This design comes from an exercise in tuning for small area, a short achievable clock period and few clock cycles per item on the open sky130 flow, not from production work.
RTL that was checked went through simulation tests only; none was proved equivalent to the original.
The flow treats the clock pin as an ideal source. Dropping or thinning the clock tree relies on that and would not hold on a real chip.
Power is estimated from default activity; no workload was simulated.

JK:
==> module sys, before the edit <==
module sys (
	clk,
	reset,
	addr,
	din,
	dout,
	req,
	wr,
	rdy,
	seed0,
	seed1,
	seed2,
	seed3,
	range
);
input           clk, reset;
input   [63:0]  din;
output  [63:0]  dout;
output  [63:0]  addr;
input   [63:0]  seed0, seed1, seed2, seed3;
output          req;
output          wr;
input           rdy;
input   [63:0]  range;
reg     [63:0]  s0, s1, s2, s3;      
reg             wr_n;                
reg     [15:0]  k_n;                 
reg             rr;                  
reg     [15:0]  h;                   
reg     [18:0]  xc;                  
localparam [15:0] X0 = 16'h0404;
localparam [15:0] X1 = 16'h0808;
localparam [15:0] X2 = 16'h0ef1;
localparam [15:0] X3 = 16'h1010;
localparam [15:0] X4 = 16'h1ae5;
localparam [15:0] X5 = 16'h1de2;
localparam [15:0] X6 = 16'h2020;
localparam [15:0] X7 = 16'h2b2b;
localparam [15:0] X8 = 16'h35ca;
localparam [15:0] X9 = 16'h4040;
localparam [15:0] X10 = 16'h43bc;
localparam [15:0] X11 = 16'h46b9;
localparam [15:0] X12 = 16'h4d4d;
localparam [15:0] X13 = 16'h5353;
localparam [15:0] X14 = 16'h5656;
localparam [15:0] X15 = 16'h5959;
localparam [15:0] X16 = 16'h5ca3;
localparam [15:0] X17 = 16'h728d;
localparam [15:0] X18 = 16'h7887;
reg     [63:0]  addr_r;
reg     [63:0]  dout_r;
reg             req_r;
reg             wr_r;
reg     [14:0]  gq;                  
wire    [63:0]  xpat;
genvar          i;
assign xpat[0] = xc[7];
assign xpat[1] = xc[0];
assign xpat[2] = xc[16];
assign xpat[3] = xc[10];
assign xpat[4] = xc[14];
assign xpat[5] = xc[1];
assign xpat[6] = xc[11];
assign xpat[7] = xc[18];
assign xpat[8] = xc[13];
assign xpat[9] = xc[3];
assign xpat[10] = xc[17];
assign xpat[11] = xc[2];
assign xpat[12] = xc[15];
assign xpat[13] = xc[6];
assign xpat[14] = xc[4];
assign xpat[15] = xc[5];
assign xpat[16] = xc[0];
assign xpat[17] = xc[16];
assign xpat[18] = xc[10];
assign xpat[19] = xc[14];
assign xpat[20] = xc[1];
assign xpat[21] = xc[11];
assign xpat[22] = xc[18];
assign xpat[23] = xc[13];
assign xpat[24] = xc[3];
assign xpat[25] = xc[17];
assign xpat[26] = xc[2];
assign xpat[27] = xc[15];
assign xpat[28] = xc[6];
assign xpat[29] = xc[4];
assign xpat[30] = xc[5];
assign xpat[31] = xc[12];
assign xpat[32] = xc[16];
assign xpat[33] = xc[10];
assign xpat[34] = xc[14];
assign xpat[35] = xc[1];
assign xpat[36] = xc[11];
assign xpat[37] = xc[18];
assign xpat[38] = xc[13];
assign xpat[39] = xc[3];
assign xpat[40] = xc[17];
assign xpat[41] = xc[2];
assign xpat[42] = xc[15];
assign xpat[43] = xc[6];
assign xpat[44] = xc[4];
assign xpat[45] = xc[5];
assign xpat[46] = xc[12];
assign xpat[47] = xc[9];
assign xpat[48] = xc[10];
assign xpat[49] = xc[14];
assign xpat[50] = xc[1];
assign xpat[51] = xc[11];
assign xpat[52] = xc[18];
assign xpat[53] = xc[13];
assign xpat[54] = xc[3];
assign xpat[55] = xc[17];
assign xpat[56] = xc[2];
assign xpat[57] = xc[15];
assign xpat[58] = xc[6];
assign xpat[59] = xc[4];
assign xpat[60] = xc[5];
assign xpat[61] = xc[12];
assign xpat[62] = xc[9];
assign xpat[63] = xc[8];
wire    [63:0]  cur;
integer         c;
generate
	for (i = 0; i < 4; i = i + 1) begin : g_cur
		assign cur[16*i +: 16] =
			(s0[16*i +: 16] & {16{h[4*i]}})   | (s1[16*i +: 16] & {16{h[4*i+1]}}) |
			(s2[16*i +: 16] & {16{h[4*i+2]}}) | (s3[16*i +: 16] & {16{h[4*i+3]}});
	end
endgenerate
wire    [63:0]  carry;
generate
	for (i = 0; i < 64; i = i + 1) begin : g_carry
		if (i < 4)
			assign carry[i] = &{1'b1, din[i - i%4 +: 4] | (4'hf << (i%4))};
		else
			assign carry[i] = &gq[i/4-1:0] & &(din[i - i%4 +: 4] | (4'hf << (i%4)));
	end
	for (i = 0; i < 15; i = i + 1) begin : g_gq
		always @(posedge clk)
			gq[i] <= &din[4*i+3:4*i];
	end
endgenerate
always @(posedge clk) begin
	if (reset) begin
		s0 <= seed0;
		s1 <= seed1;
		s2 <= seed2;
		s3 <= seed3;
	end
	if (reset) begin
		wr_n <= 1'b0;
		k_n  <= 16'd1;
	end
	else if (rdy) begin
		wr_n <= ~wr_n;
		if (!wr_n && h[3])
			k_n <= {k_n[14:0], k_n[15]};
	end
	rr     <= ~reset & rdy & ~wr_n;
	for (c = 0; c < 4; c = c + 1)
		if (reset)
			h[4*c +: 4] <= 4'b0001;
		else if (rr)
			h[4*c +: 4] <= {h[4*c +: 3], h[4*c+3]};
	xc[0] <= |(k_n & X0);
	xc[1] <= |(k_n & X1);
	xc[2] <= |(k_n & X2);
	xc[3] <= |(k_n & X3);
	xc[4] <= |(k_n & X4);
	xc[5] <= |(k_n & X5);
	xc[6] <= |(k_n & X6);
	xc[7] <= |(k_n & X7);
	xc[8] <= |(k_n & X8);
	xc[9] <= |(k_n & X9);
	xc[10] <= |(k_n & X10);
	xc[11] <= |(k_n & X11);
	xc[12] <= |(k_n & X12);
	xc[13] <= |(k_n & X13);
	xc[14] <= |(k_n & X14);
	xc[15] <= |(k_n & X15);
	xc[16] <= |(k_n & X16);
	xc[17] <= |(k_n & X17);
	xc[18] <= |(k_n & X18);
	req_r  <= ~reset;
	wr_r   <= wr_n;
	addr_r <= (cur ^ xpat) & range;
	dout_r <= din ^ carry;
end
assign req  = req_r;
assign wr   = wr_r;
assign addr = addr_r;
assign dout = dout_r;
endmodule
export LEC_CHECK = 0
export CAP_MARGIN = 20
export CORE_MARGIN = 2
export CORE_UTILIZATION = 65
export PLACE_DENSITY = 0.8
export SETUP_SLACK_MARGIN = 1.8
export SLEW_MARGIN = 20
create_clock -name core_clock -period 3.2 [get_ports {clk}]
standard.sh (not shown) runs the stock make flow with config.mk's settings and CLKGATE_MAP_FILE= SYNTH_SCRIPT=/design/flow/synth_recipe.tcl, a recipe that flattens the netlist after the stock synthesis.
==> flow/flow/run.sh <==
#!/bin/bash
# Standard ORFS layout with two changes:
#  - port buffers are buf_1 cells (buffer_ports otherwise picks
#    clkdlybuf4s50_1, a slow delay cell);
#  - the clock tree is built by flow/cts.tcl (two buffer levels) instead of
#    TritonCTS (three levels of buffers): two levels of clock inverters,
#    which lowers the clock latency.
# Each step's full output goes to make_<step>.log here; ORFS's own logs are
# under orfs/logs.
set -euo pipefail
here=$(pwd)
export CTREE_TCL=$here/flow/ctree.tcl
export PULL_TCL=$here/flow/pull.tcl
A=(BUFFER_PORTS_ARGS="-buffer_cell sky130_fd_sc_hd__buf_1")
bash standard.sh "${A[@]}" place > make_place.log 2>&1
bash standard.sh "${A[@]}" run RUN_SCRIPT="$here/flow/cts.tcl" RUN_LOG_NAME_STEM=4_1_cts > make_cts.log 2>&1
bash standard.sh "${A[@]}" finish > make_finish.log 2>&1
Other scripts of this flow, unchanged in this note and not shown: flow/flow/ctree.tcl, flow/flow/cts.tcl, flow/flow/pull.tcl
## Diff of input files: MS against JK
-- flow/design.v --
<<< JK, line 25
reg     [63:0]  s0, s1, s2, s3;      
reg             wr_n;                
reg     [15:0]  k_n;                 
reg             rr;                  
reg     [15:0]  h;                   
>>> MS, line 25
reg     [63:0]  s0, s1, s2, s3;      
reg             wr_n;                
reg     [3:0]   k_n;                 
reg             rr;                  
reg     [15:0]  h;                   
<<< JK, line 52
reg             req_r;
reg             wr_r;
reg     [14:0]  gq;                  
wire    [63:0]  xpat;
genvar          i;
assign xpat[0] = xc[7];
assign xpat[1] = xc[0];
>>> MS, line 52
reg             req_r;
reg             wr_r;
reg     [6:0]   gq;                  
wire    [63:0]  xpat;
assign xpat[0] = xc[7];
assign xpat[1] = xc[0];
<<< JK, line 120
assign xpat[63] = xc[8];
wire    [63:0]  cur;
integer         c;
generate
>>> MS, line 119
assign xpat[63] = xc[8];
wire    [63:0]  cur;
genvar          i;
integer         c;
generate
<<< JK, line 131
generate
	for (i = 0; i < 64; i = i + 1) begin : g_carry
		if (i < 4)
			assign carry[i] = &{1'b1, din[i - i%4 +: 4] | (4'hf << (i%4))};
		else
			assign carry[i] = &gq[i/4-1:0] & &(din[i - i%4 +: 4] | (4'hf << (i%4)));
	end
	for (i = 0; i < 15; i = i + 1) begin : g_gq
		always @(posedge clk)
			gq[i] <= &din[4*i+3:4*i];
	end
endgenerate
>>> MS, line 131
generate
	for (i = 0; i < 64; i = i + 1) begin : g_carry
		if (i < 8)
			assign carry[i] = &{1'b1, din[i - i%8 +: 8] | (8'hff << (i%8))};
		else
			assign carry[i] = &gq[i/8-1:0] & &(din[i - i%8 +: 8] | (8'hff << (i%8)));
	end
	for (i = 0; i < 7; i = i + 1) begin : g_gq
		always @(posedge clk)
			gq[i] <= &din[8*i+7:8*i];
	end
endgenerate
<<< JK, line 150
	if (reset) begin
		wr_n <= 1'b0;
		k_n  <= 16'd1;
	end
	else if (rdy) begin
		wr_n <= ~wr_n;
		if (!wr_n && h[3])
			k_n <= {k_n[14:0], k_n[15]};
	end
	rr     <= ~reset & rdy & ~wr_n;
>>> MS, line 150
	if (reset) begin
		wr_n <= 1'b0;
		k_n  <= 4'd0;
	end
	else if (rdy) begin
		wr_n <= ~wr_n;
		if (!wr_n && h[3])
			k_n <= k_n + 4'd1;
	end
	rr     <= ~reset & rdy & ~wr_n;
<<< JK, line 163
		else if (rr)
			h[4*c +: 4] <= {h[4*c +: 3], h[4*c+3]};
	xc[0] <= |(k_n & X0);
	xc[1] <= |(k_n & X1);
	xc[2] <= |(k_n & X2);
	xc[3] <= |(k_n & X3);
	xc[4] <= |(k_n & X4);
	xc[5] <= |(k_n & X5);
	xc[6] <= |(k_n & X6);
	xc[7] <= |(k_n & X7);
	xc[8] <= |(k_n & X8);
	xc[9] <= |(k_n & X9);
	xc[10] <= |(k_n & X10);
	xc[11] <= |(k_n & X11);
	xc[12] <= |(k_n & X12);
	xc[13] <= |(k_n & X13);
	xc[14] <= |(k_n & X14);
	xc[15] <= |(k_n & X15);
	xc[16] <= |(k_n & X16);
	xc[17] <= |(k_n & X17);
	xc[18] <= |(k_n & X18);
	req_r  <= ~reset;
	wr_r   <= wr_n;
>>> MS, line 163
		else if (rr)
			h[4*c +: 4] <= {h[4*c +: 3], h[4*c+3]};
	xc[0] <= X0[k_n];
	xc[1] <= X1[k_n];
	xc[2] <= X2[k_n];
	xc[3] <= X3[k_n];
	xc[4] <= X4[k_n];
	xc[5] <= X5[k_n];
	xc[6] <= X6[k_n];
	xc[7] <= X7[k_n];
	xc[8] <= X8[k_n];
	xc[9] <= X9[k_n];
	xc[10] <= X10[k_n];
	xc[11] <= X11[k_n];
	xc[12] <= X12[k_n];
	xc[13] <= X13[k_n];
	xc[14] <= X14[k_n];
	xc[15] <= X15[k_n];
	xc[16] <= X16[k_n];
	xc[17] <= X17[k_n];
	xc[18] <= X18[k_n];
	req_r  <= ~reset;
	wr_r   <= wr_n;
## What came out
JK ran to completion and came out clean on the timing, design-rule and antenna checks.
MS: flow completed, timing, DRC and antenna clean
The clock share of power number comes out lower for JK vs MS.
[compare] base=JK new=MS: share of synthesized cell area in and, or, nand and nor gates grew by 1.6 points, worst IR drop on VDD shrank by 0.089 mV, power consumption shrank by 4.9%.
MS vs JK on area taken by flip-flops and latches: MS is the lower one.
Testbench counts of MS, summed over its fixed seeds: cycles 128,027, items 16,000.
No functional check of the RTL was part of JK. In every run of this note, the design's own scripts or RTL, not TritonCTS, make the clock network.

Another version of the RTL of sys (not shown whole).
Size: roughly 1,100 cells after synthesis, ~450 flip-flops, ~16,000 um^2 of cells after synthesis.
==> module sys, before the edit <==
module sys (
	clk,
	reset,
	addr,
	din,
	dout,
	req,
	wr,
	rdy,
	seed0,
	seed1,
	seed2,
	seed3,
	range
);
input           clk, reset;
input   [63:0]  din;
output  [63:0]  dout;
output  [63:0]  addr;
input   [63:0]  seed0, seed1, seed2, seed3;
output          req;
output          wr;
input           rdy;
input   [63:0]  range;
reg     [63:0]  s0, s1, s2, s3;      
reg             wr_n;                
reg     [15:0]  k_n;                 
reg             rr;                  
reg     [15:0]  h;                   
reg     [18:0]  xc;                  
localparam [15:0] X0 = 16'h0404;
localparam [15:0] X1 = 16'h0808;
localparam [15:0] X2 = 16'h0ef1;
localparam [15:0] X3 = 16'h1010;
localparam [15:0] X4 = 16'h1ae5;
localparam [15:0] X5 = 16'h1de2;
localparam [15:0] X6 = 16'h2020;
localparam [15:0] X7 = 16'h2b2b;
localparam [15:0] X8 = 16'h35ca;
localparam [15:0] X9 = 16'h4040;
localparam [15:0] X10 = 16'h43bc;
localparam [15:0] X11 = 16'h46b9;
localparam [15:0] X12 = 16'h4d4d;
localparam [15:0] X13 = 16'h5353;
localparam [15:0] X14 = 16'h5656;
localparam [15:0] X15 = 16'h5959;
localparam [15:0] X16 = 16'h5ca3;
localparam [15:0] X17 = 16'h728d;
localparam [15:0] X18 = 16'h7887;
reg     [63:0]  addr_r;
reg     [63:0]  dout_r;
reg             req_r;
reg             wr_r;
reg     [6:0]   gq;                  
wire    [63:0]  xpat;
genvar          i;
assign xpat[0] = xc[7];
assign xpat[1] = xc[0];
assign xpat[2] = xc[16];
assign xpat[3] = xc[10];
assign xpat[4] = xc[14];
assign xpat[5] = xc[1];
assign xpat[6] = xc[11];
assign xpat[7] = xc[18];
assign xpat[8] = xc[13];
assign xpat[9] = xc[3];
assign xpat[10] = xc[17];
assign xpat[11] = xc[2];
assign xpat[12] = xc[15];
assign xpat[13] = xc[6];
assign xpat[14] = xc[4];
assign xpat[15] = xc[5];
assign xpat[16] = xc[0];
assign xpat[17] = xc[16];
assign xpat[18] = xc[10];
assign xpat[19] = xc[14];
assign xpat[20] = xc[1];
assign xpat[21] = xc[11];
assign xpat[22] = xc[18];
assign xpat[23] = xc[13];
assign xpat[24] = xc[3];
assign xpat[25] = xc[17];
assign xpat[26] = xc[2];
assign xpat[27] = xc[15];
assign xpat[28] = xc[6];
assign xpat[29] = xc[4];
assign xpat[30] = xc[5];
assign xpat[31] = xc[12];
assign xpat[32] = xc[16];
assign xpat[33] = xc[10];
assign xpat[34] = xc[14];
assign xpat[35] = xc[1];
assign xpat[36] = xc[11];
assign xpat[37] = xc[18];
assign xpat[38] = xc[13];
assign xpat[39] = xc[3];
assign xpat[40] = xc[17];
assign xpat[41] = xc[2];
assign xpat[42] = xc[15];
assign xpat[43] = xc[6];
assign xpat[44] = xc[4];
assign xpat[45] = xc[5];
assign xpat[46] = xc[12];
assign xpat[47] = xc[9];
assign xpat[48] = xc[10];
assign xpat[49] = xc[14];
assign xpat[50] = xc[1];
assign xpat[51] = xc[11];
assign xpat[52] = xc[18];
assign xpat[53] = xc[13];
assign xpat[54] = xc[3];
assign xpat[55] = xc[17];
assign xpat[56] = xc[2];
assign xpat[57] = xc[15];
assign xpat[58] = xc[6];
assign xpat[59] = xc[4];
assign xpat[60] = xc[5];
assign xpat[61] = xc[12];
assign xpat[62] = xc[9];
assign xpat[63] = xc[8];
wire    [63:0]  cur;
integer         c;
generate
	for (i = 0; i < 4; i = i + 1) begin : g_cur
		assign cur[16*i +: 16] =
			(s0[16*i +: 16] & {16{h[4*i]}})   | (s1[16*i +: 16] & {16{h[4*i+1]}}) |
			(s2[16*i +: 16] & {16{h[4*i+2]}}) | (s3[16*i +: 16] & {16{h[4*i+3]}});
	end
endgenerate
wire    [63:0]  carry;
generate
	for (i = 0; i < 64; i = i + 1) begin : g_carry
		if (i < 8)
			assign carry[i] = &{1'b1, din[i - i%8 +: 8] | (8'hff << (i%8))};
		else
			assign carry[i] = &gq[i/8-1:0] & &(din[i - i%8 +: 8] | (8'hff << (i%8)));
	end
	for (i = 0; i < 7; i = i + 1) begin : g_gq
		always @(posedge clk)
			gq[i] <= &din[8*i+7:8*i];
	end
endgenerate
always @(posedge clk) begin
	if (reset) begin
		s0 <= seed0;
		s1 <= seed1;
		s2 <= seed2;
		s3 <= seed3;
	end
	if (reset) begin
		wr_n <= 1'b0;
		k_n  <= 16'd1;
	end
	else if (rdy) begin
		wr_n <= ~wr_n;
		if (!wr_n && h[3])
			k_n <= {k_n[14:0], k_n[15]};
	end
	rr     <= ~reset & rdy & ~wr_n;
	for (c = 0; c < 4; c = c + 1)
		if (reset)
			h[4*c +: 4] <= 4'b0001;
		else if (rr)
			h[4*c +: 4] <= {h[4*c +: 3], h[4*c+3]};
	xc[0] <= |(k_n & X0);
	xc[1] <= |(k_n & X1);
	xc[2] <= |(k_n & X2);
	xc[3] <= |(k_n & X3);
	xc[4] <= |(k_n & X4);
	xc[5] <= |(k_n & X5);
	xc[6] <= |(k_n & X6);
	xc[7] <= |(k_n & X7);
	xc[8] <= |(k_n & X8);
	xc[9] <= |(k_n & X9);
	xc[10] <= |(k_n & X10);
	xc[11] <= |(k_n & X11);
	xc[12] <= |(k_n & X12);
	xc[13] <= |(k_n & X13);
	xc[14] <= |(k_n & X14);
	xc[15] <= |(k_n & X15);
	xc[16] <= |(k_n & X16);
	xc[17] <= |(k_n & X17);
	xc[18] <= |(k_n & X18);
	req_r  <= ~reset;
	wr_r   <= wr_n;
	addr_r <= (cur ^ xpat) & range;
	dout_r <= din ^ carry;
end
assign req  = req_r;
assign wr   = wr_r;
assign addr = addr_r;
assign dout = dout_r;
endmodule
==> flow/config.mk <==
export PLATFORM = sky130hd
export DESIGN_NAME = sys
export DESIGN_NICKNAME = sys
export VERILOG_FILES = /design/flow/design.v
export SDC_FILE = /design/flow/constraint.sdc
export NUM_CORES = 4
export LEC_CHECK = 0
export CAP_MARGIN = 20
export CORE_MARGIN = 2
export CORE_UTILIZATION = 65
export PLACE_DENSITY = 0.8
export SETUP_SLACK_MARGIN = 1.8
export SLEW_MARGIN = 20
==> flow/constraint.sdc <==
create_clock -name core_clock -period 3.2 [get_ports {clk}]
set_input_delay 0.6400 -clock core_clock [delete_from_list [all_inputs] [get_ports {clk}]]
set_output_delay 0.6400 -clock core_clock [all_outputs]
set_load 0.01 [all_outputs]
Scripts as last shown in full above: flow/flow/run.sh
Other scripts of this flow, unchanged in this note and not shown: flow/flow/ctree.tcl, flow/flow/cts.tcl, flow/flow/pull.tcl
==> next run, changes <==
--- a/flow/design.v
+++ b/flow/design.v
@@ -24,7 +24,7 @@
 input   [63:0]  range;
 reg     [63:0]  s0, s1, s2, s3;      
 reg             wr_n;                
-reg     [15:0]  k_n;                 
+reg     [7:0]   k_n;                 
 reg             rr;                  
 reg     [15:0]  h;                   
 reg     [18:0]  xc;                  
@@ -54,6 +54,15 @@
 reg     [6:0]   gq;                  
 wire    [63:0]  xpat;
 genvar          i;
+wire    [15:0]  kd;
+assign kd[0] = ~k_n[7] & ~k_n[0];
+assign kd[8] =  k_n[7] &  k_n[0];
+generate
+	for (i = 1; i < 8; i = i + 1) begin : g_kd
+		assign kd[i]     =  k_n[i-1] & ~k_n[i];
+		assign kd[i + 8] = ~k_n[i-1] &  k_n[i];
+	end
+endgenerate
 assign xpat[0] = xc[7];
 assign xpat[1] = xc[0];
 assign xpat[2] = xc[16];
@@ -149,12 +158,12 @@
 	end
 	if (reset) begin
 		wr_n <= 1'b0;
-		k_n  <= 16'd1;
+		k_n  <= 8'd0;
 	end
 	else if (rdy) begin
 		wr_n <= ~wr_n;
 		if (!wr_n && h[3])
-			k_n <= {k_n[14:0], k_n[15]};
+			k_n <= {k_n[6:0], ~k_n[7]};
 	end
 	rr     <= ~reset & rdy & ~wr_n;
 	for (c = 0; c < 4; c = c + 1)
@@ -162,25 +171,25 @@
 			h[4*c +: 4] <= 4'b0001;
 		else if (rr)
 			h[4*c +: 4] <= {h[4*c +: 3], h[4*c+3]};
-	xc[0] <= |(k_n & X0);
-	xc[1] <= |(k_n & X1);
-	xc[2] <= |(k_n & X2);
-	xc[3] <= |(k_n & X3);
-	xc[4] <= |(k_n & X4);
-	xc[5] <= |(k_n & X5);
-	xc[6] <= |(k_n & X6);
-	xc[7] <= |(k_n & X7);
-	xc[8] <= |(k_n & X8);
-	xc[9] <= |(k_n & X9);
-	xc[10] <= |(k_n & X10);
-	xc[11] <= |(k_n & X11);
-	xc[12] <= |(k_n & X12);
-	xc[13] <= |(k_n & X13);
-	xc[14] <= |(k_n & X14);
-	xc[15] <= |(k_n & X15);
-	xc[16] <= |(k_n & X16);
-	xc[17] <= |(k_n & X17);
-	xc[18] <= |(k_n & X18);
+	xc[0] <= |(kd & X0);
+	xc[1] <= |(kd & X1);
+	xc[2] <= |(kd & X2);
+	xc[3] <= |(kd & X3);
+	xc[4] <= |(kd & X4);
+	xc[5] <= |(kd & X5);
+	xc[6] <= |(kd & X6);
+	xc[7] <= |(kd & X7);
+	xc[8] <= |(kd & X8);
+	xc[9] <= |(kd & X9);
+	xc[10] <= |(kd & X10);
+	xc[11] <= |(kd & X11);
+	xc[12] <= |(kd & X12);
+	xc[13] <= |(kd & X13);
+	xc[14] <= |(kd & X14);
+	xc[15] <= |(kd & X15);
+	xc[16] <= |(kd & X16);
+	xc[17] <= |(kd & X17);
+	xc[18] <= |(kd & X18);
 	req_r  <= ~reset;
 	wr_r   <= wr_n;
 	addr_r <= (cur ^ xpat) & range;
Register-to-register slack gets worse by 0.18 ns.
Clock power stays flat.
Die area fell by 0.76%.
First-iteration DRC count falls by 26%.
Hold slack gets worse by 0.035 ns.
Combinational power went up by 13%.
Maximum frequency decreases by 4.9%.
Sequential cell count goes down by 8.
Synthesized cell count drops by 7.6%.
Final area stays flat.
Wire length goes down by 7.6%.
No run of this note included a check of the RTL's function; only the layout flow was run. No run of this note takes its clock network from TritonCTS; it comes from the design's own scripts or RTL.

## separate check: timing with driven ports
How much do the figures lean on ideal ports? The routed layouts below were timed once more, with nothing changed but the port constraints.
Step 1 assumes that a clkbuf_16 drives the clock port and a buf_2 every other input.
Step 2 also shifts input and output timing later by t, the mid clock arrival at the registers, as if the neighbouring blocks saw the same clock.
Three values: no drivers, after step 1, after step 2; two values: the first two.
run | t (ns) | setup slack, ns | clock arrival spread, ns | worst slew at a driven data input, ns
JK | 0.444 | 1.720 / 1.582 / 1.512 | 0.014 / 0.014 | 0.12
MS | 0.446 | 1.757 / 1.587 / 1.550 | 0.013 / 0.014 | 0.12
the first run of note 2 | 0.453 | 1.740 / 1.554 / 1.503 | 0.022 / 0.022 | 0.12
the second run of note 2 | 0.447 | 1.664 / 1.589 / 1.578 | 0.014 / 0.014 | 0.11
After both steps every run listed still meets setup and hold. The setup slack of the first run of note 2, which loses most, moves by -0.186 ns with the drivers and by -0.237 ns with both steps.
